Context: an optimization exercise on an open-source flow, tuned for small area and a short achievable clock period. The choices shown serve that exercise and are no tape-out recipe.
At most, simulation tests tie the RTL to the original design; equivalence was not proved.
Power is estimated from default activity; no workload was simulated.

## balance_cntrl
module balance_cntrl
# (parameter fast_sim=1)
(
input clk, rst_n,
input vld, pwr_up, rider_off,
input logic signed [15:0] ptch,
input logic signed [15:0] ptch_rt,
input logic [11:0] steer_pot,
input logic en_steer,
output logic signed [11:0] lft_spd,
output logic signed [11:0] rght_spd,
output logic too_fast
);
==> flow/config.mk <==
export PLATFORM = sky130hd
export DESIGN_NAME = balance_cntrl
export DESIGN_NICKNAME = balance_cntrl
export VERILOG_FILES = /design/flow/design.v
export SDC_FILE = /design/flow/constraint.sdc
export NUM_CORES = 4
export LEC_CHECK = 0
export ABC_AREA = 1
export CAP_MARGIN = 20
export CORE_MARGIN = 2
export CORE_UTILIZATION = 65
export SLEW_MARGIN = 20
==> flow/constraint.sdc <==
create_clock -name core_clock -period 35.0 [get_ports {clk}]
set_input_delay 7.0000 -clock core_clock [delete_from_list [all_inputs] [get_ports {clk}]]
set_output_delay 7.0000 -clock core_clock [all_outputs]
set_load 0.01 [all_outputs]
standard.sh (not shown) runs the stock make flow with config.mk's settings and CLKGATE_MAP_FILE= SYNTH_SCRIPT=/design/flow/synth_recipe.tcl, a recipe that flattens the netlist after the stock synthesis.
==> flow/flow/run.sh <==
#!/bin/bash
# Layout flow: the standard synthesis, then an inverter clean-up around the
# full-adder cells (polarity.py) and a re-map of the remaining gates
# (remap.tcl, ABC area script), then the standard layout steps with plain
# buf_1 port buffers and a setup-repair target of MARGIN ns.
set -euo pipefail
MARGIN=6
R=orfs/results/sky130hd/balance_cntrl/base
bash standard.sh  synth > 1_standard_synth.log 2>&1
cp $R/1_2_yosys.v std_1_2_yosys.v
python3 flow/polarity.py std_1_2_yosys.v pol.v > 2_polarity.log 2>&1
export REMAP_LIB=$FLOW_HOME/platforms/sky130hd/lib/sky130_fd_sc_hd__tt_025C_1v80.lib
export REMAP_DONT_USE="$(sed -n '/DONT_USE_CELLS += /,/^$/p' $FLOW_HOME/platforms/sky130hd/config.mk | grep -o 'sky130_fd_sc_hd__[a-z0-9_]*' | tr '\n' ' ')"
STA=$(dirname $(command -v openroad))/sta
best=""; bestm=""
for s in flow/abc_*.script; do
  k=$(basename $s .script)
  REMAP_IN=pol.v REMAP_OUT=remap_$k.v REMAP_ABC_SCRIPT=$s yosys -c flow/remap.tcl > 3_remap_$k.log 2>&1 || continue
  PICK_NET=remap_$k.v PICK_LIB=$REMAP_LIB PICK_SDC=constraint.sdc $STA -no_init -exit flow/pick.tcl > 3_pick_$k.log 2>&1 || continue
  line=$(grep '^PICK' 3_pick_$k.log) || continue
  m=$(echo "$line" | awk '{print $3 * (37.5 - $5 * 1e9)}')
  echo "$k $line metric $m" >> 3_pick_summary.log
  if [ -z "$bestm" ] || awk "BEGIN {exit !($m < $bestm)}"; then best=$k; bestm=$m; fi
done
echo "chosen $best" >> 3_pick_summary.log
cp remap_$best.v remap.v
cp remap.v $R/1_2_yosys.v
rm -f $R/1_synth.odb $R/1_synth.sdc
ARGS=( "BUFFER_PORTS_ARGS=-buffer_cell sky130_fd_sc_hd__buf_1")
if [ "$MARGIN" != "none" ]; then
  ARGS+=("SETUP_SLACK_MARGIN=$MARGIN")
fi
bash standard.sh "${ARGS[@]}" finish > 4_standard_finish.log 2>&1
Other scripts of this flow, unchanged in this note and not shown: flow/flow/abc_a.script, flow/flow/abc_b.script, flow/flow/abc_c.script, flow/flow/abc_e.script, flow/flow/abc_f.script, flow/flow/pick.tcl, flow/flow/polarity.py, flow/flow/remap.tcl
Rerun with:
--- a/flow/flow/run.sh
+++ b/flow/flow/run.sh
@@ -6,3 +6,3 @@
 set -euo pipefail
-MARGIN=6
+MARGIN=none
 R=orfs/results/sky130hd/balance_cntrl/base
Outcome: Setup slack does not change. Wire length is unchanged. Non-clock buffer count stays the same. Core utilization is unchanged. Sequential share of layout area is unchanged. Global-route usage does not change. Cell count stays the same. Die area is unchanged. Critical path depth does not change. Cell area is unchanged. Clock skew is unchanged.
No functional check of the RTL was part of any run of this note.

========
Another version of the RTL of balance_cntrl (not shown whole).
Size in the first run: roughly 1000 cells after synthesis, ~75 I/O pins, roughly 7800 um^2 of cells after synthesis.
Settings: LEC_CHECK=0, ABC_AREA=1, CAP_MARGIN=20, CORE_MARGIN=2, CORE_UTILIZATION=40, SLEW_MARGIN=20; clock period 35.0 ns.
==> flow/flow/run.sh <==
#!/bin/bash
# Layout flow: the standard synthesis, then an inverter clean-up around the
# full-adder cells (polarity.py) and a re-map of the remaining gates
# (remap.tcl, ABC area script), then the standard layout steps.
set -euo pipefail
MARGIN=12
R=orfs/results/sky130hd/balance_cntrl/base
bash standard.sh synth > 1_standard_synth.log 2>&1
cp $R/1_2_yosys.v std_1_2_yosys.v
python3 flow/polarity.py std_1_2_yosys.v pol.v > 2_polarity.log 2>&1
export REMAP_IN=pol.v REMAP_OUT=remap.v
export REMAP_LIB=$FLOW_HOME/platforms/sky130hd/lib/sky130_fd_sc_hd__tt_025C_1v80.lib
export REMAP_ABC_SCRIPT=$FLOW_HOME/scripts/abc_area.script
export REMAP_DONT_USE="$(sed -n '/DONT_USE_CELLS += /,/^$/p' $FLOW_HOME/platforms/sky130hd/config.mk | grep -o 'sky130_fd_sc_hd__[a-z0-9_]*' | tr '\n' ' ')"
yosys -c flow/remap.tcl > 3_remap.log 2>&1
cp remap.v $R/1_2_yosys.v
rm -f $R/1_synth.odb $R/1_synth.sdc
if [ "$MARGIN" = "none" ]; then
  bash standard.sh finish > 4_standard_finish.log 2>&1
else
  bash standard.sh SETUP_SLACK_MARGIN=$MARGIN finish > 4_standard_finish.log 2>&1
fi
Other scripts of this flow, unchanged in this note and not shown: flow/flow/polarity.py, flow/flow/remap.tcl
The baseline ran to the end with no violations.
Edit:
--- a/flow/flow/run.sh
+++ b/flow/flow/run.sh
@@ -4,5 +4,5 @@
 # (remap.tcl, ABC area script), then the standard layout steps.
 set -euo pipefail
-MARGIN=12
+MARGIN=8
 R=orfs/results/sky130hd/balance_cntrl/base
 bash standard.sh synth > 1_standard_synth.log 2>&1
The new run ran to the end with no violations.
First-iteration DRC count falls by about a fifth.
Wire length falls by a few percent.
Area after synthesis does not change.
Clock-buffer cell count stays the same.
Total power falls by roughly a tenth.
Worst hold slack stays flat.
Clock power rises slightly.
Clock skew stays flat.
Worst setup slack gets worse by 1.2 ns.
Edit:
--- a/flow/flow/run.sh
+++ b/flow/flow/run.sh
@@ -4,5 +4,5 @@
 # (remap.tcl, ABC area script), then the standard layout steps.
 set -euo pipefail
-MARGIN=8
+MARGIN=10
 R=orfs/results/sky130hd/balance_cntrl/base
 bash standard.sh synth > 1_standard_synth.log 2>&1
=> Final cell count rises by a few percent; worst hold slack is better by 0.0039 ns; synthesized cell count does not change; clock-buffer cell count stays the same; register-to-register slack barely changes; synthesized area is unchanged.

## re-timing with driven ports
In the flow no input, the clock included, has a driving cell. The finished layouts below were timed again as built, in two steps. Step 1 (the two cells are an assumption about what drives the block):
set clk [get_ports {clk}]
set_driving_cell -lib_cell sky130_fd_sc_hd__clkbuf_16 $clk
set_driving_cell -lib_cell sky130_fd_sc_hd__buf_2 [delete_from_list [all_inputs] $clk]
Step 2 moves the port delays by t, midway between the first and last clock arrival at a register: inputs arrive t later, outputs are due t later. That takes back most of the time a late clock gives input paths. Slacks: ideal ports / drivers / drivers and shift; pairs: ideal ports / drivers.
run	t, ns	setup slack, ns	latest minus earliest clock arrival (ns)	worst register clock-pin slew, ns	pins driven straight from the clock port
the first run of note 1	0.314	7.315 / 7.288 / 7.288	0.002 / 0.002	0.06 / 0.06	1
the second run of note 1	0.314	7.315 / 7.288 / 7.288	0.002 / 0.002	0.06 / 0.06	1
the first run of note 2	0.319	9.866 / 9.827 / 9.827	0.008 / 0.009	0.06 / 0.06	1
the second run of note 2	0.328	8.675 / 8.649 / 8.649	0.009 / 0.009	0.06 / 0.06	1
the third run of note 2	0.315	9.785 / 9.749 / 9.749	0.008 / 0.008	0.06 / 0.06	1
After both steps setup and hold are still met in every run listed. For the first run of note 2, which loses most, drivers alone change the setup slack by -0.039 ns; drivers and shift together by -0.039 ns.
